What follows belongs to an exercise in optimizing a design on an open flow for a short achievable clock period and few clock cycles; a production flow would make more cautious choices.
Function was checked by simulation only, so behaviour that the tests miss may differ from the original.
No activity file was given, so power comes from the tool's default toggle rates.

**flow/design.v**
```verilog
typedef logic [31:0] rv32i_word;
typedef logic [4:0] rv32i_reg;
typedef logic [3:0] rv32i_mem_wmask;
typedef enum bit [6:0] {
    op_lui   = 7'b0110111,  
    op_auipc = 7'b0010111,  
    op_jal   = 7'b1101111,  
    op_jalr  = 7'b1100111,  
    op_br    = 7'b1100011,  
    op_load  = 7'b0000011,  
    op_store = 7'b0100011,  
    op_imm   = 7'b0010011,  
    op_reg   = 7'b0110011,  
    op_csr   = 7'b1110011   
} rv32i_opcode;
typedef enum bit [2:0] {
    beq  = 3'b000,
    bne  = 3'b001,
    blt  = 3'b100,
    bge  = 3'b101,
    bltu = 3'b110,
    bgeu = 3'b111
} branch_funct3_t;
typedef enum bit [2:0] {
    lb  = 3'b000,
    lh  = 3'b001,
    lw  = 3'b010,
    lbu = 3'b100,
    lhu = 3'b101
} load_funct3_t;
typedef enum bit [2:0] {
    sb = 3'b000,
    sh = 3'b001,
    sw = 3'b010
} store_funct3_t;
typedef enum bit [2:0] {
    add  = 3'b000,  
    sll  = 3'b001,
    slt  = 3'b010,
    sltu = 3'b011,
    axor = 3'b100,
    sr   = 3'b101,  
    aor  = 3'b110,
    aand = 3'b111
} arith_funct3_t;
typedef enum bit [2:0] {
    alu_add = 3'b000,
    alu_sll = 3'b001,
    alu_sra = 3'b010,
    alu_sub = 3'b011,
    alu_xor = 3'b100,
    alu_srl = 3'b101,
    alu_or  = 3'b110,
    alu_and = 3'b111
} alu_ops;
 typedef struct packed {
    logic [6:0] opcode;
    logic [2:0] aluop;
    logic [1:0] pcmux_sel;
    logic cmpmux_sel;
    logic alumux1_sel;
    logic [2:0] alumux2_sel;
    logic [3:0] regfilemux_sel;
    logic [2:0] cmpop;
    logic mem_read;
    logic mem_write;
    logic regfile_load;
    logic mem_resp;
    logic [3:0] mem_byte_enable;
 } rv32i_control_word;
   typedef struct packed {
    logic commit;
	 rv32i_word inst; 
    logic trap; 
	 rv32i_reg rs1_addr; 
	 rv32i_reg rs2_addr; 
	 rv32i_word rs1_rdata; 
	 rv32i_word rs2_rdata; 
    logic load_regfile; 
    rv32i_reg rd_addr; 
    rv32i_word rd_wdata; 
    rv32i_word pc_rdata; 
    rv32i_word pc_wdata; 
    rv32i_word mem_addr; 
    rv32i_mem_wmask mem_rmask; 
    rv32i_mem_wmask mem_wmask; 
    rv32i_word mem_rdata;
    rv32i_word mem_wdata; 
    logic [15:0] errorcode; 
} RVFIMonPacket;
package pcmux;
typedef enum bit [1:0] {
    pc_plus4  = 2'b00
    ,alu_out  = 2'b01
    ,alu_mod2 = 2'b10
} pcmux_sel_t;
endpackage
package marmux;
typedef enum bit {
    pc_out = 1'b0
    ,alu_out = 1'b1
} marmux_sel_t;
endpackage
package cmpmux;
typedef enum bit {
    rs2_out = 1'b0
    ,i_imm = 1'b1
} cmpmux_sel_t;
endpackage
package alumux;
typedef enum bit {
    rs1_out = 1'b0
    ,pc_out = 1'b1
} alumux1_sel_t;
typedef enum bit [2:0] {
    i_imm    = 3'b000
    ,u_imm   = 3'b001
    ,b_imm   = 3'b010
    ,s_imm   = 3'b011
    ,j_imm   = 3'b100
    ,rs2_out = 3'b101
} alumux2_sel_t;
endpackage
package regfilemux;
typedef enum bit [3:0] {
    alu_out   = 4'b0000
    ,br_en    = 4'b0001
    ,u_imm    = 4'b0010
    ,lw       = 4'b0011
    ,pc_plus4 = 4'b0100
    ,lb        = 4'b0101
    ,lbu       = 4'b0110   
    ,lh        = 4'b0111
    ,lhu       = 4'b1000   
} regfilemux_sel_t;
endpackage
module cpu(
    input clk,
    input rst,
    input logic [31:0] inst_rdata,
    input logic [31:0] data_rdata,
    input logic inst_resp,
    input logic data_resp,
    input logic icache_hit,
    input logic dcache_hit,
    output logic inst_read,
    output logic [31:0] inst_addr,
    output logic data_read,
    output logic data_write,
    output logic [3:0] data_mbe,
    output logic [31:0] data_addr,
    output logic [31:0] data_wdata
);
    logic [31:0] pc;
    logic        ifid_v, ifid_btb;
    logic [31:0] ifid_ins, ifid_pc;
    logic        idex_we, idex_ld, idex_st, idex_br, idex_jalr, idex_pred;
    logic        idex_m_eq, idex_m_ne, idex_m_lt, idex_m_ge, idex_m_ltu, idex_m_geu, idex_fca, idex_fcb;
    logic [4:0]  idex_rd;
    logic [2:0]  idex_f3;
    logic [31:0] idex_a, idex_b, idex_sd, idex_pre, idex_alt;
    logic [31:2] idex_pc;
    logic        idex_fa_m, idex_fb_m, idex_fs_m;
    logic        idex_sub, idex_sra;
    logic        idex_r_sum, idex_r_sll, idex_r_slt, idex_r_sltu, idex_r_xor,
                 idex_r_sr, idex_r_or, idex_r_and, idex_r_pre;
    logic        exmem_we, exmem_ld, exmem_st;
    logic [4:0]  exmem_rd;
    logic [2:0]  exmem_f3;
    logic [31:0] exmem_res, exmem_wdata;
    logic [3:0]  exmem_mbe;
    logic        memwb_we;
    logic [4:0]  memwb_rd;
    logic [31:0] memwb_val;
    logic [31:0] rf [1:31];
    logic        wb_v, lb_v, lr_v, mb_v, lb_take, dep_ex, dep_id;
    logic [31:0] wb_addr, wb_data, lr_val;
    logic [3:0]  wb_mbe;
    logic [4:0]  lb_rd, lr_rd;
    logic [2:0]  lb_f3;
    logic        dbusy, d_fetch, d_pre;
    assign mb_v       = wb_v | lb_v;
    assign dbusy      = exmem_ld | exmem_st | mb_v;
    logic wb_v_n, lb_v_n, exld_n, exst_n, dsrc_n, ipm_n, dpre_n;
    logic sa_wb, sa_ex, sa_pc, sa_pf, si_pc, si_pf, rd_q, sw_wb, sw_ex;
    always_comb begin
        wb_v_n = wb_v;
        if (!lb_v && (wb_v ? data_resp : 1'b1)) wb_v_n = exmem_st & (wb_v | ~data_resp);
        lb_v_n = lb_v ? ~data_resp : lb_take;
        exld_n = stall ? exmem_ld : idex_ld;
        exst_n = stall ? exmem_st : idex_st;
        if (rst) begin
            wb_v_n = 1'b0;
            lb_v_n = 1'b0;
            exld_n = 1'b0;
            exst_n = 1'b0;
        end
    end
    always_ff @(posedge clk) begin
        sa_wb <= wb_v_n | lb_v_n;
        sa_ex <= ~(wb_v_n | lb_v_n) & (exld_n | exst_n);
        sa_pc <= ~(wb_v_n | lb_v_n) & ~(exld_n | exst_n) & dsrc_n;
        sa_pf <= ~(wb_v_n | lb_v_n) & ~(exld_n | exst_n) & ~dsrc_n;
        si_pc <= ~ipm_n;
        si_pf <= ipm_n;
        sw_wb <= wb_v_n;
        sw_ex <= ~wb_v_n;
        rd_q  <= lb_v_n | (~wb_v_n & ((exld_n | exst_n) ? exld_n : (dsrc_n | dpre_n)));
    end
    assign data_read  = rd_q;
    assign data_write = wb_v | (~lb_v & exmem_st);
    assign data_addr  = ({32{sa_wb}} & {wb_addr[31:2], 2'b00}) | ({32{sa_ex}} & {exmem_res[31:2], 2'b00})
                      | ({32{sa_pc}} & {pc[31:2], 2'b00}) | ({32{sa_pf}} & {pf_line, 5'b0});
    assign data_mbe   = ({4{sw_wb}} & wb_mbe) | ({4{sw_ex}} & exmem_mbe);
    assign data_wdata = ({32{sw_wb}} & wb_data) | ({32{sw_ex}} & exmem_wdata);
    assign dep_ex  = idex_we & (idex_rd == exmem_rd);
    assign lb_take = exmem_ld & exmem_we & ~mb_v & ~data_resp & ~dep_ex & ~dep_id;
    logic stall;
    assign stall = lb_v ? (exmem_ld | exmem_st)
                 : wb_v ? (exmem_ld | (exmem_st & ~data_resp))
                 : (exmem_ld & ~data_resp & ~lb_take);
    always_ff @(posedge clk) begin
        if (rst) begin
            wb_v <= 1'b0;
            lb_v <= 1'b0;
            lr_v <= 1'b0;
        end else begin
            if (!lb_v && (wb_v ? data_resp : 1'b1)) wb_v <= exmem_st & (wb_v | ~data_resp);
            if (lb_v) lb_v <= ~data_resp;
            else      lb_v <= lb_take;
            lr_v <= lb_v & data_resp;
        end
    end
    always_ff @(posedge clk) begin
        if (!mb_v || (wb_v && data_resp)) begin
            wb_addr <= exmem_res;
            wb_data <= exmem_wdata;
            wb_mbe  <= exmem_mbe;
            lb_rd   <= exmem_rd;
            lb_f3   <= exmem_f3;
        end
        lr_rd  <= lb_rd;
        lr_val <= ld_val;
    end
    logic [31:0] ld_sh, ld_val, mem_val;
    always_comb begin
        ld_sh = data_rdata >> {(lb_v ? wb_addr[1:0] : exmem_res[1:0]), 3'b000};
        case (lb_v ? lb_f3 : exmem_f3)
            3'b000:  ld_val = {{24{ld_sh[7]}}, ld_sh[7:0]};
            3'b001:  ld_val = {{16{ld_sh[15]}}, ld_sh[15:0]};
            3'b100:  ld_val = {24'b0, ld_sh[7:0]};
            3'b101:  ld_val = {16'b0, ld_sh[15:0]};
            default: ld_val = ld_sh;
        endcase
        mem_val = exmem_ld ? ld_val : exmem_res;
    end
    logic [31:0] ex_a, ex_b, ex_sd, ex_sum, ex_sll, ex_sr, ex_res, ex_target;
    logic ex_eq, ex_lt, ex_ltu, ex_taken, ex_redirect;
    logic [31:0] c_a, c_b;
    logic c_eq, c_lt, c_ltu;
    logic [31:0] ex_wdata;
    logic [3:0]  ex_mbe;
    always_comb begin
        ex_a  = idex_fa_m ? exmem_res : idex_a;
        ex_b  = idex_fb_m ? exmem_res : idex_b;
        ex_sd = idex_fs_m ? exmem_res : idex_sd;
        ex_sum = ex_a + (ex_b ^ {32{idex_sub}}) + {31'b0, idex_sub};
        ex_eq  = (ex_a == ex_b);
        ex_ltu = (ex_a < ex_b);
        ex_lt  = ($signed(ex_a) < $signed(ex_b));
        ex_sll = ex_a << ex_b[4:0];
        ex_sr  = 32'($signed({idex_sra & ex_a[31], ex_a}) >>> ex_b[4:0]);
        ex_res = ({32{idex_r_sum}}  & ex_sum)
               | ({32{idex_r_sll}}  & ex_sll)
               | ({32{idex_r_slt}}  & {31'b0, ex_lt})
               | ({32{idex_r_sltu}} & {31'b0, ex_ltu})
               | ({32{idex_r_xor}}  & (ex_a ^ ex_b))
               | ({32{idex_r_sr}}   & ex_sr)
               | ({32{idex_r_or}}   & (ex_a | ex_b))
               | ({32{idex_r_and}}  & (ex_a & ex_b))
               | ({32{idex_r_pre}}  & idex_pre);
        c_a   = idex_fca ? exmem_res : idex_a;
        c_b   = idex_fcb ? exmem_res : idex_b;
        c_eq  = (c_a == c_b);
        c_ltu = (c_a < c_b);
        c_lt  = ($signed(c_a) < $signed(c_b));
        case (idex_f3)
            3'b000:  ex_taken = c_eq;
            3'b001:  ex_taken = ~c_eq;
            3'b100:  ex_taken = c_lt;
            3'b101:  ex_taken = ~c_lt;
            3'b110:  ex_taken = c_ltu;
            default: ex_taken = ~c_ltu;
        endcase
        ex_redirect = idex_jalr
                    | (c_eq & idex_m_eq) | (~c_eq & idex_m_ne)
                    | (c_lt & idex_m_lt) | (~c_lt & idex_m_ge)
                    | (c_ltu & idex_m_ltu) | (~c_ltu & idex_m_geu);
        ex_target   = idex_jalr ? {ex_sum[31:1], 1'b0} : idex_alt;
        ex_wdata = ex_sd << {ex_sum[1:0], 3'b000};
        case (idex_f3[1:0])
            2'b00:   ex_mbe = 4'b0001 << ex_sum[1:0];
            2'b01:   ex_mbe = 4'b0011 << ex_sum[1:0];
            default: ex_mbe = 4'b1111;
        endcase
    end
    logic [6:0]  op;
    logic [2:0]  f3;
    logic [4:0]  rs1, rs2, rd;
    logic is_lui, is_auipc, is_jal, is_jalr, is_br, is_ld, is_st, is_opi, is_op;
    logic use1, use2, id_we, use_imm, pred, spred, btb_ok;
    logic [31:0] imm_i, imm_s, imm_b, imm_u, imm_j, imm, id_pc4, tgt_j, tgt_b, tgt_u;
    logic [31:0] rv1, rv2;
    logic lu_stall, id_redirect;
    logic [31:0] id_npc;
    always_comb begin
        op  = ifid_ins[6:0];
        f3  = ifid_ins[14:12];
        rs1 = ifid_ins[19:15];
        rs2 = ifid_ins[24:20];
        rd  = ifid_ins[11:7];
        is_lui   = op == 7'b0110111;
        is_auipc = op == 7'b0010111;
        is_jal   = op == 7'b1101111;
        is_jalr  = op == 7'b1100111;
        is_br    = op == 7'b1100011;
        is_ld    = op == 7'b0000011;
        is_st    = op == 7'b0100011;
        is_opi   = op == 7'b0010011;
        is_op    = op == 7'b0110011;
        use1 = is_jalr | is_br | is_ld | is_st | is_opi | is_op;
        use2 = is_br | is_st | is_op;
        id_we = (rd != 5'd0) & (is_lui | is_auipc | is_jal | is_jalr | is_ld | is_opi | is_op);
        use_imm = is_jalr | is_ld | is_st | is_opi;
        imm_i = {{21{ifid_ins[31]}}, ifid_ins[30:20]};
        imm_s = {{21{ifid_ins[31]}}, ifid_ins[30:25], ifid_ins[11:7]};
        imm_b = {{20{ifid_ins[31]}}, ifid_ins[7], ifid_ins[30:25], ifid_ins[11:8], 1'b0};
        imm_u = {ifid_ins[31:12], 12'h000};
        imm_j = {{12{ifid_ins[31]}}, ifid_ins[19:12], ifid_ins[20], ifid_ins[30:21], 1'b0};
        imm   = is_st ? imm_s : imm_i;
        tgt_j  = ifid_pc + imm_j;
        tgt_b  = ifid_pc + imm_b;
        tgt_u  = ifid_pc + imm_u;
        id_pc4 = ifid_pc + 32'd4;
        spred  = is_jal | (is_br & ifid_ins[31]);
        btb_ok = ifid_btb & (is_br | is_jal);
        pred   = btb_ok | spred;
        rv1 = (rs1 == 5'd0) ? 32'd0 : (exmem_we && exmem_rd == rs1) ? mem_val
            : (memwb_we && memwb_rd == rs1) ? memwb_val : rf[rs1];
        rv2 = (rs2 == 5'd0) ? 32'd0 : (exmem_we && exmem_rd == rs2) ? mem_val
            : (memwb_we && memwb_rd == rs2) ? memwb_val : rf[rs2];
        lu_stall = ifid_v & ((idex_ld & ((use1 & rs1 == idex_rd) | (use2 & rs2 == idex_rd)))
                 | (lb_v & ((use1 & rs1 == lb_rd) | (use2 & rs2 == lb_rd) | (id_we & rd == lb_rd)))
                 | (lr_v & ((use1 & rs1 == lr_rd) | (use2 & rs2 == lr_rd) | (id_we & rd == lr_rd))));
        dep_id = ifid_v & exmem_we & ((use1 & rs1 == exmem_rd) | (use2 & rs2 == exmem_rd) | (id_we & rd == exmem_rd));
        id_redirect = ifid_v & ~lu_stall & (ifid_btb ? ~btb_ok : spred);
        id_npc = ~pred ? id_pc4 : is_jal ? tgt_j : tgt_b;
    end
    logic        hold, iv, dv, dsrc, ipm, dpre, pfv, fresp;
    logic        hit_i, hit_d, nhit_i, nhit_d, k_i, k_d, n_i, n_d;
    logic        c_unk, c_seq, f_i, f_d, hold_n, pfv_n, nrdy_n, prot_n;
    logic [26:0] iline, dline, pf_line;
    logic        c_seq0;
    logic [2:0]  scnt;
    logic [31:0] fdata;
    logic [2:0]  r0, r1, r2, r3;
    logic        dwait;
    always_ff @(posedge clk) dwait <= ~rst & (mb_v | exmem_ld | exmem_st) & ~data_resp;
    always_ff @(posedge clk) begin
        if (rst) begin
            r0 <= 3'd0;
            r1 <= 3'd0;
            r2 <= 3'd0;
            r3 <= 3'd0;
        end else if (dbusy & data_resp & ~dwait) begin
            r0 <= data_addr[7:5];
            r1 <= r0;
            r2 <= r1;
            r3 <= r2;
        end
    end
    logic [2:0] x1, x2;
    logic prot1, prot2;
    assign x1 = pc[7:5] + 3'd1;
    assign x2 = pc[7:5] + 3'd2;
    assign prot1 = (x1 == r0) | (x1 == r1) | (x1 == r2) | (x1 == r3);
    assign prot2 = (x2 == r0) | (x2 == r1) | (x2 == r2) | (x2 == r3);
    assign d_fetch = dsrc;
    assign d_pre   = dpre;
    always_comb begin
        hit_i  = iv & (iline == pc[31:5]);
        hit_d  = dv & (dline == pc[31:5]);
        nhit_i = iv & (iline == pf_line);
        nhit_d = dv & (dline == pf_line);
        fresp  = dsrc ? (~dbusy & data_resp) : (~ipm & inst_resp);
        fdata  = dsrc ? data_rdata : inst_rdata;
        k_i = hit_i | (~ipm & inst_resp);
        k_d = (hit_d | (dsrc & ~dbusy & data_resp)) & ~(dsrc & ~dbusy & ~data_resp);
        n_i = pfv & (nhit_i | (ipm & inst_resp));
        n_d = pfv & (nhit_d | (dpre & ~dbusy & data_resp));
        c_unk = ~stall & (ex_redirect | (~lu_stall & (id_redirect | (fresp & btb_hit))));
        c_seq = ~stall & ~ex_redirect & ~lu_stall & ~id_redirect & fresp & ~btb_hit
              & (pc[4:2] == 3'b111);
        f_i = c_unk ? 1'b0 : c_seq ? n_i : k_i;
        f_d = c_unk ? 1'b0 : c_seq ? n_d : k_d;
        pfv_n  = ~c_unk;
        nrdy_n = ~c_seq & (n_i | n_d);
        prot_n = c_seq ? prot2 : prot1;
        hold_n = stall & (scnt < 3'd7);
        dsrc_n = ~rst & ~hold_n & ~f_i & f_d;
        ipm_n  = ~rst & pfv_n & ~nrdy_n & ((f_d & ~f_i & ~hold_n) | (hold_n & (f_i | f_d)));
        dpre_n = ~rst & ~(~hold_n & ~f_i & f_d) & pfv_n & ~nrdy_n & ~prot_n;
        c_seq0 = ~stall & ~lu_stall & ~id_redirect & fresp & ~btb_hit & (pc[4:2] == 3'b111);
    end
    assign inst_read = 1'b1;
    assign inst_addr = ({32{si_pc}} & pc) | ({32{si_pf}} & {pf_line, 5'b0});
    always_ff @(posedge clk) begin
        pf_line <= c_seq0 ? pc[31:5] + 27'd2 : pc[31:5] + 27'd1;
        if (rst) begin
            iv   <= 1'b0;
            dv   <= 1'b0;
            hold <= 1'b0;
            scnt <= 3'd0;
            dsrc <= 1'b0;
            ipm  <= 1'b0;
            dpre <= 1'b0;
            pfv  <= 1'b0;
        end else begin
            hold <= hold_n;
            scnt <= stall ? scnt + 3'd1 : 3'd0;
            dsrc <= dsrc_n;
            ipm  <= ipm_n;
            dpre <= dpre_n;
            pfv  <= pfv_n;
            if (inst_resp) begin
                iv    <= 1'b1;
                iline <= ipm ? pf_line : pc[31:5];
            end
            if (~dbusy & data_read & data_resp) begin
                dv    <= 1'b1;
                dline <= data_addr[31:5];
            end else if (dsrc & ~dbusy & ~data_resp) begin
                dv    <= 1'b0;
            end
        end
    end
    localparam NB = 8;
    logic [NB-1:0] bt_v, bt_hit;
    logic [31:2]   bt_pc [NB];
    logic [31:2]   bt_tg [NB];
    logic [2:0]    bt_ptr;
    logic          u_ins, u_del;
    logic [31:2]   u_pc, u_tg;
    logic          btb_hit;
    logic [31:2]   btb_tgt;
    always_comb begin
        btb_tgt = '0;
        for (int k = 0; k < NB; k++) begin
            bt_hit[k] = bt_v[k] & (bt_pc[k] == pc[31:2]);
            btb_tgt = btb_tgt | ({30{bt_hit[k]}} & bt_tg[k]);
        end
        btb_hit = |bt_hit;
    end
    always_ff @(posedge clk) begin
        if (rst) begin
            bt_v   <= '0;
            bt_ptr <= '0;
            u_ins  <= 1'b0;
            u_del  <= 1'b0;
        end else begin
            if (data_write && data_resp)
                for (int k = 0; k < NB; k++)
                    if (bt_pc[k] == data_addr[31:2]) bt_v[k] <= 1'b0;
            if (u_ins) begin
                bt_v[bt_ptr]  <= 1'b1;
                bt_pc[bt_ptr] <= u_pc;
                bt_tg[bt_ptr] <= u_tg;
                bt_ptr        <= bt_ptr + 3'd1;
            end
            if (u_del)
                for (int k = 0; k < NB; k++)
                    if (bt_pc[k] == u_pc) bt_v[k] <= 1'b0;
            if (idex_br) begin
                u_pc <= idex_pc;
                u_tg <= idex_alt[31:2];
                u_ins <= ~stall & ~idex_pred & ex_taken;
                u_del <= ~stall & idex_pred & ~ex_taken;
            end else begin
                u_pc <= ifid_pc[31:2];
                u_tg <= is_jal ? tgt_j[31:2] : tgt_b[31:2];
                u_ins <= ~stall & ~ex_redirect & id_redirect & spred & ~ifid_btb;
                u_del <= 1'b0;
            end
        end
    end
    always_ff @(posedge clk) begin
        if (rst) begin
            pc <= 32'h60;
            ifid_v <= 1'b0;
        end else if (!stall) begin
            if (ex_redirect) begin
                pc <= ex_target;
                ifid_v <= 1'b0;
            end else if (!lu_stall) begin
                ifid_v   <= fresp & ~id_redirect;
                if (id_redirect)   pc <= id_npc;
                else if (fresp) pc <= btb_hit ? {btb_tgt, 2'b00} : pc + 32'd4;
            end
        end
    end
    always_ff @(posedge clk) begin
        if (!stall && !lu_stall) begin
            ifid_btb <= btb_hit;
            ifid_ins <= fdata;
            ifid_pc  <= pc;
        end
    end
    logic id_go;
    assign id_go = ifid_v & ~lu_stall & ~ex_redirect;
    always_ff @(posedge clk) begin
        if (rst) begin
            idex_we <= 1'b0; idex_ld <= 1'b0; idex_st <= 1'b0;
            idex_br <= 1'b0; idex_jalr <= 1'b0;
            idex_m_eq <= 1'b0; idex_m_ne <= 1'b0; idex_m_lt <= 1'b0;
            idex_m_ge <= 1'b0; idex_m_ltu <= 1'b0; idex_m_geu <= 1'b0;
        end else if (!stall) begin
            idex_we   <= id_go & id_we;
            idex_ld   <= id_go & is_ld;
            idex_st   <= id_go & is_st;
            idex_br   <= id_go & is_br;
            idex_jalr <= id_go & is_jalr;
            idex_m_eq  <= id_go & is_br & ((f3 == 3'b000 & ~pred) | (f3 == 3'b001 & pred));
            idex_m_ne  <= id_go & is_br & ((f3 == 3'b001 & ~pred) | (f3 == 3'b000 & pred));
            idex_m_lt  <= id_go & is_br & ((f3 == 3'b100 & ~pred) | (f3 == 3'b101 & pred));
            idex_m_ge  <= id_go & is_br & ((f3 == 3'b101 & ~pred) | (f3 == 3'b100 & pred));
            idex_m_ltu <= id_go & is_br & ((f3 == 3'b110 & ~pred) | (f3 == 3'b111 & pred));
            idex_m_geu <= id_go & is_br & ((f3 == 3'b111 & ~pred) | (f3 == 3'b110 & pred));
        end
    end
    always_ff @(posedge clk) begin
        if (!stall) begin
            idex_pred <= pred;
            idex_pc   <= ifid_pc[31:2];
            idex_rd   <= rd;
            idex_f3   <= f3;
            idex_a    <= rv1;
            idex_b    <= use_imm ? imm : rv2;
            idex_sd   <= rv2;
            idex_pre  <= (is_jal | is_jalr) ? id_pc4 : (is_lui ? imm_u : tgt_u);
            idex_alt  <= pred ? id_pc4 : tgt_b;
            idex_fa_m <= use1 & idex_we & (idex_rd == rs1);
            idex_fca  <= is_br & idex_we & (idex_rd == rs1);
            idex_fcb  <= is_br & idex_we & (idex_rd == rs2);
            idex_fb_m <= ~use_imm & use2 & idex_we & (idex_rd == rs2);
            idex_fs_m <= use2 & idex_we & (idex_rd == rs2);
            idex_sub  <= is_br | ((is_op | is_opi) & (f3 == 3'b010 | f3 == 3'b011))
                       | (is_op & f3 == 3'b000 & ifid_ins[30]);
            idex_sra  <= ifid_ins[30];
            idex_r_sum  <= ((is_op | is_opi) & f3 == 3'b000) | is_ld | is_st;
            idex_r_sll  <= (is_op | is_opi) & f3 == 3'b001;
            idex_r_slt  <= (is_op | is_opi) & f3 == 3'b010;
            idex_r_sltu <= (is_op | is_opi) & f3 == 3'b011;
            idex_r_xor  <= (is_op | is_opi) & f3 == 3'b100;
            idex_r_sr   <= (is_op | is_opi) & f3 == 3'b101;
            idex_r_or   <= (is_op | is_opi) & f3 == 3'b110;
            idex_r_and  <= (is_op | is_opi) & f3 == 3'b111;
            idex_r_pre  <= is_lui | is_auipc | is_jal | is_jalr;
        end
    end
    always_ff @(posedge clk) begin
        if (rst) begin
            exmem_we <= 1'b0; exmem_ld <= 1'b0; exmem_st <= 1'b0;
            memwb_we <= 1'b0;
        end else if (!stall) begin
            exmem_we <= idex_we;
            exmem_ld <= idex_ld;
            exmem_st <= idex_st;
            memwb_we <= exmem_we & ~lb_take;
        end
    end
    always_ff @(posedge clk) begin
        if (!stall) begin
            exmem_rd    <= idex_rd;
            exmem_f3    <= idex_f3;
            exmem_res   <= ex_res;
            exmem_wdata <= ex_wdata;
            exmem_mbe   <= ex_mbe;
            memwb_rd    <= exmem_rd;
            memwb_val   <= mem_val;
        end
    end
    always_ff @(posedge clk) begin
        if (memwb_we) rf[memwb_rd] <= memwb_val;
        if (lr_v) rf[lr_rd] <= lr_val;
    end
endmodule
```
**flow/standard.sh**
```bash
#!/bin/bash
# synth_recipe.tcl (not shown) runs the flow's synth.tcl, then flattens the netlist and writes it again
# the make line also repeats each setting of config.mk as NAME=value (left out here)
make -C /OpenROAD-flow-scripts/flow DESIGN_CONFIG=/design/flow/config.mk WORK_HOME=/design/flow/orfs CLKGATE_MAP_FILE= SYNTH_SCRIPT=/design/flow/synth_recipe.tcl "${@:-finish}"
```
**flow/constraint.sdc**
```tcl
create_clock -name core_clock -period 10.0 [get_ports {clk}]
set_input_delay 2.0000 -clock core_clock [delete_from_list [all_inputs] [get_ports {clk}]]
set_output_delay 2.0000 -clock core_clock [all_outputs]
set_load 0.01 [all_outputs]
```
**flow/flow/run.sh**
```bash
#!/bin/bash
set -euo pipefail
bash standard.sh SETUP_SLACK_MARGIN=7 finish > standard.log 2>&1
```
**flow/config.mk**
```make
export PLATFORM = sky130hd
export DESIGN_NAME = cpu
export DESIGN_NICKNAME = cpu
export VERILOG_FILES = /design/flow/design.v
export SDC_FILE = /design/flow/constraint.sdc
export NUM_CORES = 4
export LEC_CHECK = 0
export ABC_CLOCK_PERIOD_IN_PS = 4000
export CAP_MARGIN = 20
export CORE_MARGIN = 2
export CORE_UTILIZATION = 55
export SLEW_MARGIN = 20
```
==> impl_metrics.tcl, run 1 <==
set metrics [dict create \
    syn_avg_cell_area_sq_um 12.9 \
    hpwl_mm 337 \
    ctsHoldBuffers 0 \
    overflow 0 \
    drc 0 \
    synth.most_common_cell "edfxtp_1" \
    wl_per_cell_um 42.0 \
    synth_simple_gate_area_share_pct 6.78 \
    reg2reg_slack_ns 5.17 \
    cts_buffers 238 \
    fin_total_pwr_mw 32.2 \
    final_layout_size_suffix_gt1_share_pct 43.6 \
    final_cells 14600 \
    ctsLongestPathBuffers 3 \
    synth_ff_type "edfxtp_1" \
    port_buffers 167 \
    synthXorXnorAreaFrac_pct 7.57 \
    grt_max_degree 77 \
    cts-root-buf "clkbuf_16" \
    dr.first_iter.drc_count 18600 \
    final_util_pct 71.7 \
    h-tree-depth 4 \
    via_count 106000 \
    slew_headroom_pct 13.3 \
    worstPathArrival_ns 5.66 \
    synth_common_cells "edfxtp_1 (2,055), mux2_2 (1,198), xnor2_1 (805), clkbuf_1 (709), nand2_1 (618)" \
    ys_types 89 \
    die_h_um 491 \
    status "timing/DRC/antenna clean" \
    syn_area_sq_um 131000 \
    start_util_pct 55.4 \
    synth_compound_area_share_pct 7.59 \
    hold_class "flop to flop" \
    grt_antenna_before_repair 43 \
    die_area_sq_um 241000 \
    p_per_area_nw_per_um2 191 \
    grt_pass1_vias 99700 \
    core_sq_um 236000 \
    largest_reg_flops 992 \
    clk_latency_ns 0.96 \
    io_pins 173 \
    final_hold_viol_count 0 \
    fin_crit_ns 4.83 \
    ir_worst_vdd_mv 0.246 \
    synth-seq-cells 2223 \
    tns_ns 0 \
    syn_inst 10100 \
    clk_pin_slew_worst_paths_ns 0.06 \
    synth.largest_area_cell "edfxtp_1" \
    synth_edf_count 2055 \
    vias_per_cell 7.30 \
    period_share_pct 48.3 \
    async_reset_ff_share_pct 0 \
    worstMarginPinSlew_ns 1.30 \
    finalClockSkew_ns 0.117 \
    grt.total_usage_pct 48.5 \
    timing.rr.end "pc[31]$_SDFFE_PP0P_" \
    yosysWarningCount 1 \
    maxSlewViolCount 0 \
    area_delta_synth_final_pct 29.3 \
    muxShareOfSynthArea_pct 23.0 \
    fmax_mhz 207 \
    timing.rr.start "idex_fb_m$_DFFE_PN_" \
    netlist.area_leader.share_pct 47.3 \
    crit_type "flop to flop" \
    gp_congestion 1.02 \
    synth_adder_area_share_pct 2.20 \
    die_w_um 491 \
    crit_fanout 8 \
    dp_cells 12900 \
    num_rows 178 \
    drv_cap 0 \
    wirelength_mm 612 \
    crit_start "idex_fb_m$_DFFE_PN_" \
    ys_seq_area_share_pct 49.8 \
    synth_top_family_by_area "multiplexers" \
    tritoncts "yes" \
    nets 11500 \
    crit_path_end "pc[31]$_SDFFE_PP0P_" \
    cts.sinks 2223 \
    dr.pass1.iters 9 \
    cp-start-kind "flop" \
    ant_nets 0 \
    rr_worst_depth 20 \
    required_ns 10.83 \
    p_leak_nw 61.8 \
    grt_setup_unrepaired "true" \
    top_regs "rf (992), bt_pc (240), bt_tg (240)" \
    grt_pass1_wl_mm 810 \
    regMostFlops "rf" \
    setup_violations 0 \
    cp-end-kind "flop" \
    netlist_top_cells_area "edfxtp_1 (47%), mux2_2 (10%), mux4_2 (10%), xnor2_1 (5.4%), dfxtp_1 (2.6%)" \
]
## cell usage in the layout, fill, tap and decap left out, types with 42 or more instances in the layout
cell type,synthesis,routed
ha_1,223,177
nand2_2,0,86
buf_16,0,108
buf_6,0,364
nand3_1,114,90
nor3_1,78,60
clkdlybuf4s50_1,0,43
mux2_2,1198,1134
edfxtp_1,2055,2055
nor2_2,0,52
buf_2,23,55
mux2_4,0,63
a22oi_1,151,112
o211ai_1,51,51
clkbuf_1,709,48
inv_1,143,115
a21oi_4,0,59
dfxtp_1,168,104
buf_4,4,760
o21ai_0,314,178
a21oi_1,450,288
mux4_2,597,597
nor4_1,113,74
buf_12,0,203
o21ai_1,2,44
mux2i_4,0,90
a21o_1,51,42
nand2_1,618,492
xnor2_1,805,762
mux2i_1,305,192
nand4_1,215,215
a22o_1,99,92
nor2_1,536,436
clkbuf_16,0,276
nor2_4,0,50
xor2_1,323,302
o21ai_2,0,57
a21oi_2,0,103
buf_8,0,73
## through the flow
| stage | instance area (sq um) | hold WS, ns | setup WS (ns) |
|---|---|---|---|
| 3_3_place_gp | 137000 | 0.436 | 3.28 |
| 5_1_grt | 169000 | 0.437 | 5.16 |
| 2_1_floorplan | 131000 | 0.403 | 5.38 |
| 4_1_cts | 162000 | 0.427 | 5.55 |
| 3_5_place_dp | 137000 | 0.441 | 3.24 |
| 6_report | 169000 | 0.426 | 5.17 |
## routing by layer
layer	share of wire [%]	vias to the layer above	GRT usage [%]
met5	0.060	-	0.298
met4	11	46	40.3
met3	14	2981	15.8
met2	42	9433	70.1
met1	33	52800	59.0
li1	-	41100	-
## worst max-delay path, cell delays in order, from the launching register on
cell and delay, ns:
edfxtp_1 0.38, buf_6 0.16, buf_12 0.15, buf_12 0.12, buf_4 0.13, buf_12 0.15
mux2i_4 0.34, xnor2_1 0.19, ha_2 0.34, a21oi_1 0.17, nand2_1 0.09, or3_4 0.38
nor3_4 0.26, nor4b_4 0.07, buf_6 0.16, buf_4 0.13, buf_8 0.14, a311oi_4 0.39
xor2_4 0.43, nand2_2 0.22, a311oi_2 0.29
## report_power, final
group	total, mW	internal (mW)	switching (mW)	leakage (nW)
sequential	11.9	11.0	0.883	21.4
combinational	10.8	4.52	6.30	36.5
clock	9.47	5.38	4.09	3.95
total	32.2	20.9	11.3	61.8
## layout make-up
type / instances / area (sq um)
Multi-Input combinational cell: 6879 / 69800
Fill cell: 15800 / 66700
Sequential cell: 2223 / 65200
Timing Repair Buffer: 1700 / 20900
Clock buffer: 298 / 6300
Tap cell: 3150 / 3940
Clock inverter: 148 / 1900
Inverter: 146 / 657
Timing Repair inverter: 7 / 110
Antenna cell: 14 / 35.0
## worst min-delay path by stage
stage	from	depth (start not counted)	end
floorplan	pc[21]$_SDFFE_PP0P_	0	ifid_pc[21]$_DFFE_PP_
global route	pc[19]$_SDFFE_PP0P_	0	ifid_pc[19]$_DFFE_PP_
finish	exmem_wdata[19]$_DFFE_PN_	0	wb_data[19]$_DFFE_PP_
detailed placement	exmem_wdata[20]$_DFFE_PN_	0	wb_data[20]$_DFFE_PP_
global placement	exmem_wdata[20]$_DFFE_PN_	0	wb_data[20]$_DFFE_PP_
CTS	pc[19]$_SDFFE_PP0P_	0	ifid_pc[19]$_DFFE_PP_
## timing repair
action | in CTS | in global routing
pin swaps | 387 | 377
resized for setup | 2425 | 695
cloned | 112 | 45
setup buffers | 722 | 307
endpoints found under the setup margin | 2236 | 1436
## logic make-up (layout without fill, tap and decap cells)
logic type | count (synthesis) | after routing
AO/OA/AOI/OAI | 1523 | 1524
flip-flops | 2223 | 2223
multiplexers | 2101 | 2102
other | 2 | 17
AND/OR/NAND/NOR | 1892 | 1895
XOR/XNOR | 1128 | 1128
buffers and inverters | 1049 | 2299
adder cells (fa/ha/maj) | 227 | 227
Testbench counts, summed over its fixed seeds: cycles 110,665.
==> run 2, diff against run 1 <==
--- a/flow/design.v
+++ b/flow/design.v
@@ -174,5 +174,5 @@
     logic [31:0] memwb_val;
     logic [31:0] rf [1:31];
-    logic        wb_v, lb_v, lr_v, mb_v, lb_take, dep_ex, dep_id;
+    logic        wb_v, lb_v, lr_v, mb_v, lb_take, dep_ex, dep_id, byp, byp_n, bq, bq_n, exop_n;
     logic [31:0] wb_addr, wb_data, lr_val;
     logic [3:0]  wb_mbe;
@@ -182,12 +182,15 @@
     assign mb_v       = wb_v | lb_v;
     assign dbusy      = exmem_ld | exmem_st | mb_v;
+    assign bq         = mb_v & ~byp;
     logic wb_v_n, lb_v_n, exld_n, exst_n, dsrc_n, ipm_n, dpre_n;
     logic sa_wb, sa_ex, sa_pc, sa_pf, si_pc, si_pf, rd_q, sw_wb, sw_ex;
     always_comb begin
         wb_v_n = wb_v;
-        if (!lb_v && (wb_v ? data_resp : 1'b1)) wb_v_n = exmem_st & (wb_v | ~data_resp);
-        lb_v_n = lb_v ? ~data_resp : lb_take;
+        if (!lb_v && !byp && (wb_v ? data_resp : 1'b1)) wb_v_n = exmem_st & (wb_v | ~data_resp);
+        lb_v_n = lb_v ? (byp | ~data_resp) : lb_take;
         exld_n = stall ? exmem_ld : idex_ld;
         exst_n = stall ? exmem_st : idex_st;
+        byp_n  = stall & (byp | (mb_v & ~data_resp & (exmem_res[31:2] != wb_addr[31:2])
+                                 & (exmem_ld | (exmem_st & lb_v))));
         if (rst) begin
             wb_v_n = 1'b0;
@@ -195,19 +198,23 @@
             exld_n = 1'b0;
             exst_n = 1'b0;
+            byp_n  = 1'b0;
         end
+        bq_n   = (wb_v_n | lb_v_n) & ~byp_n;
+        exop_n = exld_n | exst_n;
     end
     always_ff @(posedge clk) begin
-        sa_wb <= wb_v_n | lb_v_n;
-        sa_ex <= ~(wb_v_n | lb_v_n) & (exld_n | exst_n);
-        sa_pc <= ~(wb_v_n | lb_v_n) & ~(exld_n | exst_n) & dsrc_n;
-        sa_pf <= ~(wb_v_n | lb_v_n) & ~(exld_n | exst_n) & ~dsrc_n;
+        byp   <= byp_n;
+        sa_wb <= bq_n;
+        sa_ex <= ~bq_n & exop_n;
+        sa_pc <= ~bq_n & ~exop_n & dsrc_n;
+        sa_pf <= ~bq_n & ~exop_n & ~dsrc_n;
         si_pc <= ~ipm_n;
         si_pf <= ipm_n;
-        sw_wb <= wb_v_n;
-        sw_ex <= ~wb_v_n;
-        rd_q  <= lb_v_n | (~wb_v_n & ((exld_n | exst_n) ? exld_n : (dsrc_n | dpre_n)));
+        sw_wb <= wb_v_n & ~byp_n;
+        sw_ex <= ~(wb_v_n & ~byp_n);
+        rd_q  <= bq_n ? lb_v_n : exop_n ? exld_n : (dsrc_n | dpre_n);
     end
     assign data_read  = rd_q;
-    assign data_write = wb_v | (~lb_v & exmem_st);
+    assign data_write = (wb_v & ~byp) | (exmem_st & (~mb_v | byp));
     assign data_addr  = ({32{sa_wb}} & {wb_addr[31:2], 2'b00}) | ({32{sa_ex}} & {exmem_res[31:2], 2'b00})
                       | ({32{sa_pc}} & {pc[31:2], 2'b00}) | ({32{sa_pf}} & {pf_line, 5'b0});
@@ -217,5 +224,6 @@
     assign lb_take = exmem_ld & exmem_we & ~mb_v & ~data_resp & ~dep_ex & ~dep_id;
     logic stall;
-    assign stall = lb_v ? (exmem_ld | exmem_st)
+    assign stall = byp ? ~data_resp
+                 : lb_v ? (exmem_ld | exmem_st)
                  : wb_v ? (exmem_ld | (exmem_st & ~data_resp))
                  : (exmem_ld & ~data_resp & ~lb_take);
@@ -226,12 +234,11 @@
             lr_v <= 1'b0;
         end else begin
-            if (!lb_v && (wb_v ? data_resp : 1'b1)) wb_v <= exmem_st & (wb_v | ~data_resp);
-            if (lb_v) lb_v <= ~data_resp;
-            else      lb_v <= lb_take;
-            lr_v <= lb_v & data_resp;
+            wb_v <= wb_v_n;
+            lb_v <= lb_v_n;
+            lr_v <= lb_v & ~byp & data_resp;
         end
     end
     always_ff @(posedge clk) begin
-        if (!mb_v || (wb_v && data_resp)) begin
+        if (!mb_v || (wb_v && !byp && data_resp)) begin
             wb_addr <= exmem_res;
             wb_data <= exmem_wdata;
@@ -245,6 +252,6 @@
     logic [31:0] ld_sh, ld_val, mem_val;
     always_comb begin
-        ld_sh = data_rdata >> {(lb_v ? wb_addr[1:0] : exmem_res[1:0]), 3'b000};
-        case (lb_v ? lb_f3 : exmem_f3)
+        ld_sh = data_rdata >> {(bq ? wb_addr[1:0] : exmem_res[1:0]), 3'b000};
+        case (bq ? lb_f3 : exmem_f3)
             3'b000:  ld_val = {{24{ld_sh[7]}}, ld_sh[7:0]};
             3'b001:  ld_val = {{16{ld_sh[15]}}, ld_sh[15:0]};
@@ -499,7 +506,10 @@
             ifid_v <= 1'b0;
         end else if (!stall) begin
-            if (ex_redirect) begin
+            if (ex_redirect && !keep) begin
                 pc <= ex_target;
                 ifid_v <= 1'b0;
+            end else if (ex_redirect) begin
+                ifid_v <= fresp;
+                if (fresp) pc <= btb_hit ? {btb_tgt, 2'b00} : pc + 32'd4;
             end else if (!lu_stall) begin
                 ifid_v   <= fresp & ~id_redirect;
@@ -516,4 +526,6 @@
         end
     end
+    logic keep;
+    assign keep = idex_br & ~lu_stall & (pc[31:2] == idex_alt[31:2]);
     logic id_go;
     assign id_go = ifid_v & ~lu_stall & ~ex_redirect;
==> run 2 against run 1 <==
- now fails the layout checks on capacitance limit, slew limit
- largest power group unchanged
- fmax grew 0.11%
- worst setup slack improved by 0.0054 ns
- hold slack improved by 0.028 ns
- clock skew decreased by 0.036 ns
- non-clock buffer count is 170 higher
- cell count grew 3.7%
==> impl_metrics.tcl, run 2 <==
set metrics [dict create \
    status "finished with violations" \
    check.faults "capacitance limit, slew limit" \
    ctsLongestPathBuffers 3 \
    cp_cell_sequence "buf_6 -> buf_12 -> mux2_2 -> ha_4 -> nand4_1 -> or4_4 -> buf_6 -> nor3_4 -> buf_4 -> o31ai_2 -> a32oi_2 -> a311oi_4 -> buf_4 -> buf_6 -> a31oi_4 -> buf_12 -> nand2_1 -> nor4_1 -> a31oi_2 -> a221oi_2" \
    synth_ff_type "edfxtp_1" \
    syn_avg_cell_area_sq_um 12.6 \
    muxShareOfSynthArea_pct 22.3 \
    grt_antenna_before_repair 41 \
    dr.pass1.iters 9 \
    syn_inst 10500 \
    hold_class "flop to flop" \
    grt_pass1_vias 103000 \
    grt_max_degree 67 \
    port_buffers 167 \
    p_per_area_nw_per_um2 146 \
    async_reset_ff_share_pct 0 \
    p_sw_share_pct 29.4 \
    setup_violations 0 \
    seqPwrFrac_pct 42.9 \
    start_util_pct 55.2 \
    worstPathArrival_ns 5.63 \
    grt_setup_unrepaired "true" \
    clk_pin_slew_worst_paths_ns 0.06 \
    p_switching_mw 7.42 \
    yosysWarningCount 1 \
    synth_adder_area_share_pct 2.17 \
    clk_latency_ns 0.96 \
    wl_per_cell_um 42.0 \
    worstMarginPinSlew_ns 1.96 \
    slowest_delay_ns 0.50 \
    grt.total_usage_pct 49.5 \
    ys_seq_area_share_pct 49.1 \
    largest_reg_flops 992 \
    layout_common_cells "edfxtp_1 (2,055), mux2_2 (1,112), buf_4 (900)" \
    ir_worst_vdd_mv 0.175 \
    crit_fanout 8 \
    synth_simple_gate_area_share_pct 7.30 \
    synthXorXnorAreaFrac_pct 7.71 \
    crit_type "flop to flop" \
    topRoutingLayerUsed "met5" \
    tns_ns 0 \
    final_hold_viol_count 0 \
    area_delta_synth_final_pct 30.1 \
    required_ns 10.80 \
    synth_edf_count 2055 \
    power.clock.fraction_pct 37.2 \
    grt_pass1_wl_mm 835 \
    cp.buffers_inverters 7 \
    final_layout_size_suffix_gt1_share_pct 43.4 \
    final_util_pct 71.8 \
    synth_compound_area_share_pct 8.02 \
    ys_types 94 \
    core_sq_um 240000 \
    netlist.area_leader.share_pct 46.6 \
    syn_area_sq_um 132000 \
    hpwl_mm 351 \
    synth-seq-cells 2225 \
    die_w_um 495 \
    via_count 111000 \
    drv_cap 1 \
    overflow 0 \
    top_regs "rf (992), bt_pc (240), bt_tg (240)" \
    period_share_pct 48.3 \
    wirelength_mm 634 \
    cts-root-buf "clkbuf_16" \
    slew_headroom_pct -31.3 \
    finalClockSkew_ns 0.0808 \
    wl_met3_mm 95.4 \
    critPathTopFamily "simple AND/OR/NAND/NOR gates" \
    nets 12000 \
    power_frac_comb_pct 20.0 \
    synth_top_family_by_area "multiplexers" \
    mostFrequentLayoutCell "edfxtp_1" \
    fin_crit_ns 4.83 \
    tritoncts "yes" \
    drc 0 \
    cpMostUsedCell "buf_6" \
    synth.largest_area_cell "edfxtp_1" \
    drt-met1-wl_mm 207 \
    p_leak_nw 63.3 \
    reg2reg_slack_ns 5.17 \
    fmax_mhz 207 \
    cts.sinks 2225 \
    regMostFlops "rf" \
    cp_slowest_cell "or4_4" \
    h-tree-depth 4 \
    p_int_mw 17.8 \
    cts_buffers 237 \
    dr.first_iter.drc_count 20100 \
    synth_common_cells "edfxtp_1 (2,055), mux2_2 (1,140), xnor2_1 (837), clkbuf_1 (735), mux4_2 (596)" \
    gp_congestion 1.01 \
    die_h_um 495 \
    wl_met2_mm 261 \
    maxSlewViolCount 2 \
    ctsHoldBuffers 0 \
    cp-end-kind "flop" \
    synth.most_common_cell "edfxtp_1" \
    nFillCells 16000 \
    ant_nets 0 \
    die_area_sq_um 245000 \
    vias_per_cell 7.35 \
    io_pins 173 \
    num_rows 180 \
    netlist_top_cells_area "edfxtp_1 (47%), mux4_2 (10%), mux2_2 (9.7%), xnor2_1 (5.5%), dfxtp_1 (2.6%)" \
    cp-start-kind "flop" \
]
[run 2: cell types whose count changed after synthesis, sizes merged, moves of 26 or more]
cell / before / now
mux2: 1198 / 1140
xnor2: 805 / 837
mux2i: 306 / 333
inv: 143 / 191
nand2: 618 / 557
nand4: 215 / 263
o21ai: 316 / 393
nor2: 536 / 584
clkbuf: 709 / 735
[run 2: power groups by stage]
stage / Combinational, mW / Clock [mW] / Sequential (mW)
floorplan: 2.08 / 0 / 10.8
global placement: 3.30 / 0 / 11.0
detailed placement: 3.32 / 0 / 11.0
CTS: 4.33 / 9.31 / 10.8
global route: 5.11 / 9.69 / 10.8
finish: 5.04 / 9.38 / 10.8
[run 2: metal layers]
layer | up-vias | track usage (%)
met5 | - | 0
met4 | 36 | 41.7
met3 | 3131 | 16.3
met2 | 10400 | 69.7
met1 | 54800 | 61.7
li1 | 42600 | -
[run 2: cells by family after synthesis]
group / Yosys count
and+or+nand+nor: 2009
muxes: 2069
buffers and inverters: 1142
adders and majority gates: 227
DFF: 2225
AOI/OAI and AO/OA: 1656
xor gates and xnor gates: 1167
other: 2
[run 2: cell type report]
class	instances	area [sq um]	share of cell area (%)
inverter	193	810	0.470
timing repair inverter	14	325	0.189
sequential	2225	65300	37.9
multi-input combinational	7139	71500	41.5
clock buffer	337	6610	3.83
tap	3185	3990	2.31
clock inverter	115	1540	0.893
antenna	23	57.6	0.0334
timing repair buffer	1870	22300	12.9
[run 2: timing repair]
action / CTS / global route
resized for setup: 2410 / 920
endpoints found under the setup margin: 2126 / 1305
pin swaps: 453 / 452
gates cloned: 128 / 24
setup buffers: 859 / 361
[run 2: metrics by stage]
step           power, mW  instance area [sq um]  instances  hold slack [ns]  worst slack, ns
2_1_floorplan       12.8                 133000      10500            0.403             5.24
3_3_place_gp        14.3                 138000      13200            0.436             3.33
3_5_place_dp        14.4                 138000      13200            0.437             3.25
4_1_cts             24.4                 165000      14700            0.451             5.52
5_1_grt             25.6                 172000      15100            0.463             5.10
6_report            25.2                 172000      15100            0.454             5.17
[run 2: path summary, 6_finish.rpt]
path | depth (start not counted) | end | start
max | 20 | pc[27]$_SDFFE_PP0P_ | idex_fca$_DFFE_PN_
min | 0 | wb_data[19]$_DFFE_PP_ | exmem_wdata[19]$_DFFE_PN_
max reg2reg | 20 | pc[27]$_SDFFE_PP0P_ | idex_fca$_DFFE_PN_
min reg2reg | 0 | wb_data[19]$_DFFE_PP_ | exmem_wdata[19]$_DFFE_PN_
Testbench counts of run 2, summed over its fixed seeds: cycles 109,401.
==> run 3, diff against run 2 <==
--- a/flow/design.v
+++ b/flow/design.v
@@ -155,5 +155,5 @@
     logic        ifid_v, ifid_btb;
     logic [31:0] ifid_ins, ifid_pc;
-    logic        idex_we, idex_ld, idex_st, idex_br, idex_jalr, idex_pred;
+    logic        idex_we, idex_ld, idex_st, idex_br, idex_jalr, idex_pred, idex_auipc;
     logic        idex_m_eq, idex_m_ne, idex_m_lt, idex_m_ge, idex_m_ltu, idex_m_geu, idex_fca, idex_fcb;
     logic [4:0]  idex_rd;
@@ -320,5 +320,6 @@
     logic [31:0] rv1, rv2;
     logic lu_stall, id_redirect;
-    logic [31:0] id_npc;
+    logic [31:0] id_npc, jr_tgt;
+    logic        jr_early;
     always_comb begin
         op  = ifid_ins[6:0];
@@ -361,6 +362,8 @@
                  | (lr_v & ((use1 & rs1 == lr_rd) | (use2 & rs2 == lr_rd) | (id_we & rd == lr_rd))));
         dep_id = ifid_v & exmem_we & ((use1 & rs1 == exmem_rd) | (use2 & rs2 == exmem_rd) | (id_we & rd == exmem_rd));
-        id_redirect = ifid_v & ~lu_stall & (ifid_btb ? ~btb_ok : spred);
-        id_npc = ~pred ? id_pc4 : is_jal ? tgt_j : tgt_b;
+        jr_early = ifid_v & is_jalr & idex_auipc & idex_we & (idex_rd == rs1);
+        jr_tgt   = idex_pre + imm_i;
+        id_redirect = ifid_v & ~lu_stall & ((ifid_btb ? ~btb_ok : spred) | jr_early);
+        id_npc = jr_early ? {jr_tgt[31:1], 1'b0} : ~pred ? id_pc4 : is_jal ? tgt_j : tgt_b;
     end
     logic        hold, iv, dv, dsrc, ipm, dpre, pfv, fresp;
@@ -533,5 +536,5 @@
         if (rst) begin
             idex_we <= 1'b0; idex_ld <= 1'b0; idex_st <= 1'b0;
-            idex_br <= 1'b0; idex_jalr <= 1'b0;
+            idex_br <= 1'b0; idex_jalr <= 1'b0; idex_auipc <= 1'b0;
             idex_m_eq <= 1'b0; idex_m_ne <= 1'b0; idex_m_lt <= 1'b0;
             idex_m_ge <= 1'b0; idex_m_ltu <= 1'b0; idex_m_geu <= 1'b0;
@@ -541,5 +544,6 @@
             idex_st   <= id_go & is_st;
             idex_br   <= id_go & is_br;
-            idex_jalr <= id_go & is_jalr;
+            idex_jalr <= id_go & is_jalr & ~jr_early;
+            idex_auipc <= id_go & is_auipc;
             idex_m_eq  <= id_go & is_br & ((f3 == 3'b000 & ~pred) | (f3 == 3'b001 & pred));
             idex_m_ne  <= id_go & is_br & ((f3 == 3'b001 & ~pred) | (f3 == 3'b000 & pred));
--- a/flow/config.mk
+++ b/flow/config.mk
@@ -9,4 +9,4 @@
 export CAP_MARGIN = 20
 export CORE_MARGIN = 2
-export CORE_UTILIZATION = 55
+export CORE_UTILIZATION = 40
 export SLEW_MARGIN = 20
==> run 3 against run 2 <==
- the run now finishes clean
- register-to-register slack gained 0.18 ns
- sequential cell count grew 1
- core utilization shrank 20 points
- first-iteration DRC count shrank 9.7%
- sequential share of layout area shrank 0.15 points
- sequential power is essentially flat
- cell count grew 7.5%
- clock power grew 8%
==> impl_metrics.tcl, run 3 <==
set metrics [dict create \
    netlist_top_cells_area "edfxtp_1 (46%), mux4_2 (10%), mux2_2 (9.7%), xnor2_1 (5.7%), dfxtp_1 (2.6%)" \
    hold_depth 0 \
    vias_per_cell 6.69 \
    dr.first_iter.drc_count 18100 \
    fmax_mhz 215 \
    regMostFlops "rf" \
    tritoncts "yes" \
    cp.buffers_inverters 2 \
    wirelength_mm 619 \
    worstMarginPinSlew_ns 1.28 \
    rr_worst_depth 18 \
    slew_headroom_pct 14.3 \
    dp_cells 14500 \
    mostFrequentLayoutCell "edfxtp_1" \
    muxShareOfSynthArea_pct 22.2 \
    grt_pass1_wl_mm 830 \
    cts-root-buf "clkbuf_16" \
    synth_edf_count 2055 \
    synth_common_cells "edfxtp_1 (2,055), mux2_2 (1,148), xnor2_1 (866), clkbuf_1 (707), nand2_1 (653)" \
    cp_slowest_cell "o41a_1" \
    tns_ns 0 \
    finalClockSkew_ns 0.107 \
    die_w_um 582 \
    netlist.area_leader.share_pct 46.2 \
    final_layout_size_suffix_gt1_share_pct 41.0 \
    drc 0 \
    start_util_pct 40.1 \
    cp-start-kind "flop" \
    grt_setup_unrepaired "true" \
    async_reset_ff_share_pct 0 \
    via_count 109000 \
    ctsHoldBuffers 0 \
    period_share_pct 46.5 \
    io_pins 173 \
    synth_top_family_by_area "multiplexers" \
    yosysWarningCount 1 \
    syn_avg_cell_area_sq_um 12.6 \
    maxSlewViolCount 0 \
    die_area_sq_um 339000 \
    hold_class "flop to flop" \
    clk_pin_slew_worst_paths_ns 0.06 \
    final_util_pct 51.9 \
    gp_congestion 0.987 \
    p_leak_nw 63.1 \
    dr.pass1.iters 8 \
    ant_nets 0 \
    port_buffers 167 \
    status "timing/DRC/antenna clean" \
    cp_cell_sequence "buf_12 -> mux2i_4 -> buf_12 -> or3_4 -> nand2_4 -> fa_2 -> nor2b_2 -> o31a_1 -> o41a_1 -> a41o_1 -> o41a_1 -> a221o_1 -> a31o_2 -> a21o_1 -> nand2_2 -> mux2i_4 -> nand3_2 -> a31oi_1" \
    cts_buffers 266 \
    drv_cap 0 \
    ys_types 96 \
    layout_common_cells "edfxtp_1 (2,055), mux2_2 (1,125), xnor2_1 (840)" \
    crit_type "flop to flop" \
    synth_ff_type "edfxtp_1" \
    largest_reg_flops 992 \
    grt.total_usage_pct 34.9 \
    overflow 0 \
    synthXorXnorAreaFrac_pct 7.78 \
    nets 11900 \
    ys_seq_area_share_pct 48.7 \
    critPathTopFamily "compound AO/OA/AOI/OAI gates" \
    setup_violations 0 \
    slowest_delay_ns 0.47 \
    synth.most_common_cell "edfxtp_1" \
    syn_inst 10600 \
    required_ns 10.84 \
    h-tree-depth 5 \
    grt_antenna_before_repair 44 \
    final_cells 16200 \
    grt_pass1_vias 102000 \
    synth_compound_area_share_pct 8.35 \
    fin_crit_ns 4.65 \
    ctsLongestPathBuffers 4 \
    synth.largest_area_cell "edfxtp_1" \
    synth_simple_gate_area_share_pct 7.17 \
    wl_per_cell_um 38.1 \
    cts.sinks 2226 \
    final_hold_viol_count 0 \
    synth_adder_area_share_pct 2.43 \
    ir_worst_vdd_mv 0.113 \
    crit_fanout 6 \
    die_h_um 582 \
    top_regs "rf (992), bt_pc (240), bt_tg (240)" \
    p_per_area_nw_per_um2 152 \
    hpwl_mm 351 \
    grt_max_degree 68 \
    cp.depth 18 \
    core_sq_um 333000 \
    cp-end-kind "flop" \
    fin_total_pwr_mw 26.3 \
    worstPathArrival_ns 5.49 \
    num_rows 212 \
    synth-seq-cells 2226 \
    clk_latency_ns 0.95 \
    syn_area_sq_um 134000 \
    area_delta_synth_final_pct 29.4 \
]
## run 3: cell types whose count changed in the layout (fill, tap and decap cells not counted), sizes merged, moves of 29 or more
cell and change:
o21ai -33, nand2 +95, nor2 -54, ha +29
a21oi -33, xnor2 +29, buf -206, nand4 -41
## run 3: worst reg2reg max path, cell delays in order, from the launching register on
cell and delay (ns):
edfxtp_1 0.43, buf_12 0.18, mux2i_4 0.21, buf_12 0.14
or3_4 0.35, nand2_4 0.07, fa_2 0.22, nor2b_2 0.05
o31a_1 0.28, o41a_1 0.38, a41o_1 0.26, o41a_1 0.47
a221o_1 0.40, a31o_2 0.26, a21o_1 0.20, nand2_2 0.10
mux2i_4 0.27, nand3_2 0.13, a31oi_1 0.21
## run 3: kinds of logic after synthesis
kind of cell,Yosys count
DFF,2226
muxes,2082
and+or+nand+nor,2020
AOI/OAI and AO/OA,1692
xor gates and xnor gates,1188
buffers and inverters,1134
adders and majority gates,257
other,2
## run 3: timing repair
action                     4_1_cts  5_1_grt
gates resized for setup       2256      666
setup buffers                  771      218
gates cloned                   137       36
pin swaps                      389      367
setup endpoints to repair     1913     1400
## run 3: where the power goes
group | leakage (nW) | internal, mW | total, mW | switching (mW)
clock | 4.27 | 5.82 | 10.1 | 4.24
combinational | 37.4 | 2.23 | 5.31 | 3.08
sequential | 21.4 | 10.5 | 11.0 | 0.462
## run 3: through the flow
step	hold WS (ns)	worst slack (ns)	area, sq um
4_1_cts	0.448	5.27	167000
6_report	0.451	5.35	173000
2_1_floorplan	0.403	1.53	134000
5_1_grt	0.464	5.29	173000
3_3_place_gp	0.439	3.83	141000
3_5_place_dp	0.443	3.79	141000
## run 3: path summary, 6_finish.rpt
kind	from	slack [ns]	endpoint
setup / recovery	idex_fb_m$_DFFE_PN_	5.35	pc[30]$_SDFFE_PP0P_
setup reg to reg	idex_fb_m$_DFFE_PN_	5.35	pc[30]$_SDFFE_PP0P_
hold / removal	exmem_wdata[3]$_SDFFCE_PN0N_	0.45	wb_data[3]$_DFFE_PP_
hold reg to reg	exmem_wdata[3]$_SDFFCE_PN0N_	0.45	wb_data[3]$_DFFE_PP_
## run 3: area by class of cell
cell class / instances / area [sq um]
flip-flops and latches: 2226 / 65300
inverters: 187 / 753
clock inverters: 145 / 1570
multi-input cells: 7247 / 71500
well taps: 4387 / 5490
clock buffers: 333 / 7210
repair buffers: 1669 / 21200
diodes: 34 / 85.1
fillers: 27500 / 160000
## run 3: per-layer routing
layer | share of wire, % | routed length (um) | global-route usage [%] | up-vias
li1 | - | - | - | 42800
met1 | 35 | 216000 | 44.0 | 54600
met2 | 42 | 263000 | 51.0 | 8918
met3 | 13 | 83300 | 10.7 | 2291
met4 | 9.2 | 56800 | 25.1 | 18
met5 | 0.018 | 109 | 0 | -
Testbench counts of run 3, summed over its fixed seeds: cycles 109,070.
==> run 4, diff against run 3 <==
==> flow/flow/run.sh (replaced) <==
#!/bin/bash
set -euo pipefail
bash standard.sh SETUP_SLACK_MARGIN=6 finish > standard.log 2>&1
==> run 4 against run 3 <==
- still clean on timing, DRC and antenna
- power down 4.0%
- clock-buffer cell count rose by 23
- fmax up 1.6%
- cell count down 3.7%
- clock skew grew 0.016 ns
- synthesized cell count did not move
- register-to-register slack improved by 0.07 ns
- worst setup slack better by 0.074 ns
- core utilization down 3.9 points
- sequential power is essentially flat
- non-clock buffer count decreased by 595
- critical endpoint is now rd_q$_DFF_P_
- largest cell class unchanged
==> impl_metrics.tcl, run 4 <==
set metrics [dict create \
    hold_path.startpoint "exmem_wdata[31]$_DFFE_PN_" \
    seqPwrFrac_pct 43.4 \
    io_pins 173 \
    ant_nets 0 \
    netlist.area_leader.share_pct 46.2 \
    die_w_um 582 \
    synth.largest_area_cell "edfxtp_1" \
    tns_ns 0 \
    die_area_sq_um 339000 \
    p_per_area_nw_per_um2 158 \
    syn_avg_cell_area_sq_um 12.6 \
    grt_setup_unrepaired "true" \
    grt_pass1_vias 98800 \
    worstPathArrival_ns 5.39 \
    finalClockSkew_ns 0.123 \
    ys_types 96 \
    synth-seq-cells 2226 \
    synth_ff_type "edfxtp_1" \
    wl_per_cell_um 37.8 \
    period_share_pct 45.8 \
    cpMostUsedCell "buf_6" \
    netlist_top_cells_area "edfxtp_1 (46%), mux4_2 (10%), mux2_2 (9.7%), xnor2_1 (5.7%), dfxtp_1 (2.6%)" \
    via_count 103000 \
    die_h_um 582 \
    cp_slowest_cell "edfxtp_1" \
    ys_seq_area_share_pct 48.7 \
    yosysWarningCount 1 \
    holdPathEnd "wb_data[31]$_DFFE_PP_" \
    p_int_mw 17.9 \
    start_util_pct 40.1 \
    maxSlewViolCount 0 \
    core_sq_um 333000 \
    holdWs_ns 0.457 \
    crit_type "flop to flop" \
    async_reset_ff_share_pct 0 \
    reg2reg_slack_ns 5.42 \
    drv_cap 0 \
    hold_class "flop to flop" \
    p_sw_share_pct 29.3 \
    synth_edf_count 2055 \
    cp-start-kind "flop" \
    grt_antenna_before_repair 50 \
    critPathTopFamily "compound AO/OA/AOI/OAI gates" \
    status "timing/DRC/antenna clean" \
    setup_slack_ns 5.42 \
    num_rows 212 \
    grt.total_usage_pct 33.6 \
    ir_worst_vdd_mv 0.141 \
    grt_pass1_wl_mm 800 \
    wirelength_mm 590 \
    timing.rr.start "idex_fca$_DFFE_PN_" \
    port_buffers 167 \
    p_leak_nw 57.7 \
    largest_reg_flops 992 \
    cp-end-kind "flop" \
    slowest_delay_ns 0.48 \
    tritoncts "yes" \
    cts.sinks 2226 \
    required_ns 10.81 \
    p_switching_mw 7.41 \
    h-tree-depth 5 \
    regMostFlops "rf" \
    fin_crit_ns 4.58 \
    worstMarginPinSlew_ns 1.22 \
    hpwl_mm 354 \
    final_cells 15600 \
    cp.buffers_inverters 6 \
    top_regs "rf (992), bt_pc (240), bt_tg (240)" \
    dp_cells 14500 \
    power_frac_comb_pct 17.7 \
    dr.first_iter.drc_count 15600 \
    cp_cell_sequence "buf_6 -> buf_16 -> mux2_4 -> ha_4 -> nand4_1 -> and4bb_2 -> and3_4 -> o31a_1 -> buf_6 -> nor3_4 -> a311oi_4 -> buf_12 -> a31oi_4 -> buf_12 -> buf_6 -> and2_4 -> a2111o_1 -> and4_4 -> o211a_1 -> a221oi_2" \
    vias_per_cell 6.57 \
    clk_latency_ns 0.95 \
    mostFrequentLayoutCell "edfxtp_1" \
    final_layout_size_suffix_gt1_share_pct 33.2 \
    syn_inst 10600 \
    area_delta_synth_final_pct 19.8 \
    rr_worst_depth 20 \
    fin_total_pwr_mw 25.3 \
    synth.most_common_cell "edfxtp_1" \
    slew_headroom_pct 18.8 \
    synth_common_cells "edfxtp_1 (2,055), mux2_2 (1,148), xnor2_1 (866), clkbuf_1 (707), nand2_1 (653)" \
    clk_pin_slew_worst_paths_ns 0.06 \
    overflow 0 \
    gp_congestion 0.989 \
    timing.rr.end "rd_q$_DFF_P_" \
    syn_area_sq_um 134000 \
    dp_slack_ns 3.75 \
    layout_common_cells "edfxtp_1 (2,055), mux2_2 (1,139), xnor2_1 (851)" \
    cts-root-buf "clkbuf_16" \
    power.clock.fraction_pct 38.9 \
    final_hold_viol_count 0 \
    fmax_mhz 218 \
    ctsLongestPathBuffers 4 \
    drc 0 \
    hold_depth 0 \
    cts_buffers 266 \
    crit_fanout 6 \
    dr.pass1.iters 8 \
    nets 11300 \
    grt_max_degree 125 \
    setup_violations 0 \
]
## run 4: cell types whose count changed in the layout (fill, tap and decap cells not counted), sizes merged, moves of 2 or more
cell / delta
buf: -607
clkdlybuf4s50: +19
bufinv: -13
clkinv: -11
clkdlybuf4s15: +9
dlygate4sd2: +9
diode: -7
bufbuf: -3
clkinvlp: +3
and3: -2
inv: -2
## run 4: power by group through the flow
stage	logic [mW]	clock network [mW]	registers (mW)
floorplan	2.38	0	10.8
global placement	3.69	0	11.2
detailed placement	3.72	0	11.2
CTS	4.12	9.87	11.0
global route	4.62	10.2	11.0
finish	4.48	9.83	11.0
## run 4: worst max-delay path by stage
stage / depth (start not counted) / startpoint / to
after floorplan: 12 / data_resp / rd_q$_DFF_P_
after global placement: 13 / data_resp / pf_line[14]$_DFF_P_
after detailed placement: 9 / data_resp / idex_b[7]$_DFFE_PN_
after CTS: 18 / idex_fb_m$_DFFE_PN_ / pc[30]$_SDFFE_PP0P_
after global routing: 20 / idex_fca$_DFFE_PN_ / rd_q$_DFF_P_
final: 20 / idex_fca$_DFFE_PN_ / rd_q$_DFF_P_
## run 4: layer usage
| layer | global-route usage [%] | vias to the layer above | part of all wire (%) |
|---|---|---|---|
| li1 | - | 41500 | - |
| met1 | 42.1 | 52000 | 36 |
| met2 | 50.2 | 7367 | 43 |
| met3 | 9.41 | 1873 | 12 |
| met4 | 23.7 | 24 | 8.6 |
| met5 | 0.142 | - | 0.035 |
## run 4: layout make-up
class                      instances  area, sq um
fill                           29000       173000
tap                             4387         5490
timing repair inverter             1         5.00
clock buffer                     356         7490
timing repair buffer            1074        12100
inverter                         187          753
sequential                      2226        65300
clock inverter                   121         1090
antenna                           27         67.6
multi-input combinational       7244        67800
## run 4: per-stage QoR
stage | cell area, sq um | util, %
after floorplan | 134000 | -
after global placement | 141000 | 42.2
after detailed placement | 141000 | 42.2
after CTS | 157000 | 47.2
after global routing | 160000 | 48.1
final | 160000 | 48.1
## run 4: repair_timing
action,4_1_cts,5_1_grt
setup endpoints to repair,701,225
pin swaps,157,140
hold buffers,0,0
setup buffers,412,104
gates resized for setup,1172,308
gates cloned,40,7
endpoints found under the hold margin,0,0
## run 4: logic make-up (layout without fill, tap and decap cells)
family | count (synthesis) | in the layout | synth area share (%)
simple gates | 2020 | 2021 | 7.17
flops | 2226 | 2226 | 48.7
mux | 2082 | 2082 | 22.2
xor+xnor | 1188 | 1188 | 7.78
fa+ha+maj | 257 | 257 | 2.43
compound gates | 1692 | 1693 | 8.35
buf+inv | 1134 | 1739 | 3.30
other cells | 2 | 30 | 0.00562
## run 4: worst reg2reg max path, stage by stage (launching register included)
cell and delay [ns]:
edfxtp_1 0.48, buf_6 0.20, buf_16 0.15, mux2_4 0.31, ha_4 0.27, nand4_1 0.12
and4bb_2 0.37, and3_4 0.21, o31a_1 0.16, buf_6 0.14, nor3_4 0.06, a311oi_4 0.30
buf_12 0.17, a31oi_4 0.11, buf_12 0.17, buf_6 0.11, and2_4 0.12, a2111o_1 0.46
and4_4 0.22, o211a_1 0.21, a221oi_2 0.16

## port drivers added, routing unchanged
Ports are ideal in the flow. The routed layouts listed here were re-timed in OpenROAD.
Step 1: set_driving_cell puts a clkbuf_16 on clk and a buf_2 on each other input, an assumption about the parent block.
Step 2 moves the port delays by t, midway between the first and last clock arrival at a register: inputs arrive t later, outputs are due t later. That takes back most of the time a late clock gives input paths.
a / b / c = ideal ports / drivers / drivers and shift; a / b = the first two.
| run | t (ns) | slack for setup (ns) | worst setup path after step 2 | cell pins on the clock port's net |
|---|---|---|---|---|
| run 1 | 0.997 | 5.167 / 5.167 / 5.046 | input to register | 1 |
| run 2 | 1.022 | 5.173 / 5.173 / 4.950 | input to register | 1 |
| run 3 | 1.004 | 5.348 / 5.326 / 4.800 | input to register | 1 |
| run 4 | 1.010 | 5.422 / 5.329 / 4.743 | input to register | 1 |
The setup slack of run 4, which loses most, moves by -0.093 ns with the drivers and by -0.679 ns with both steps.
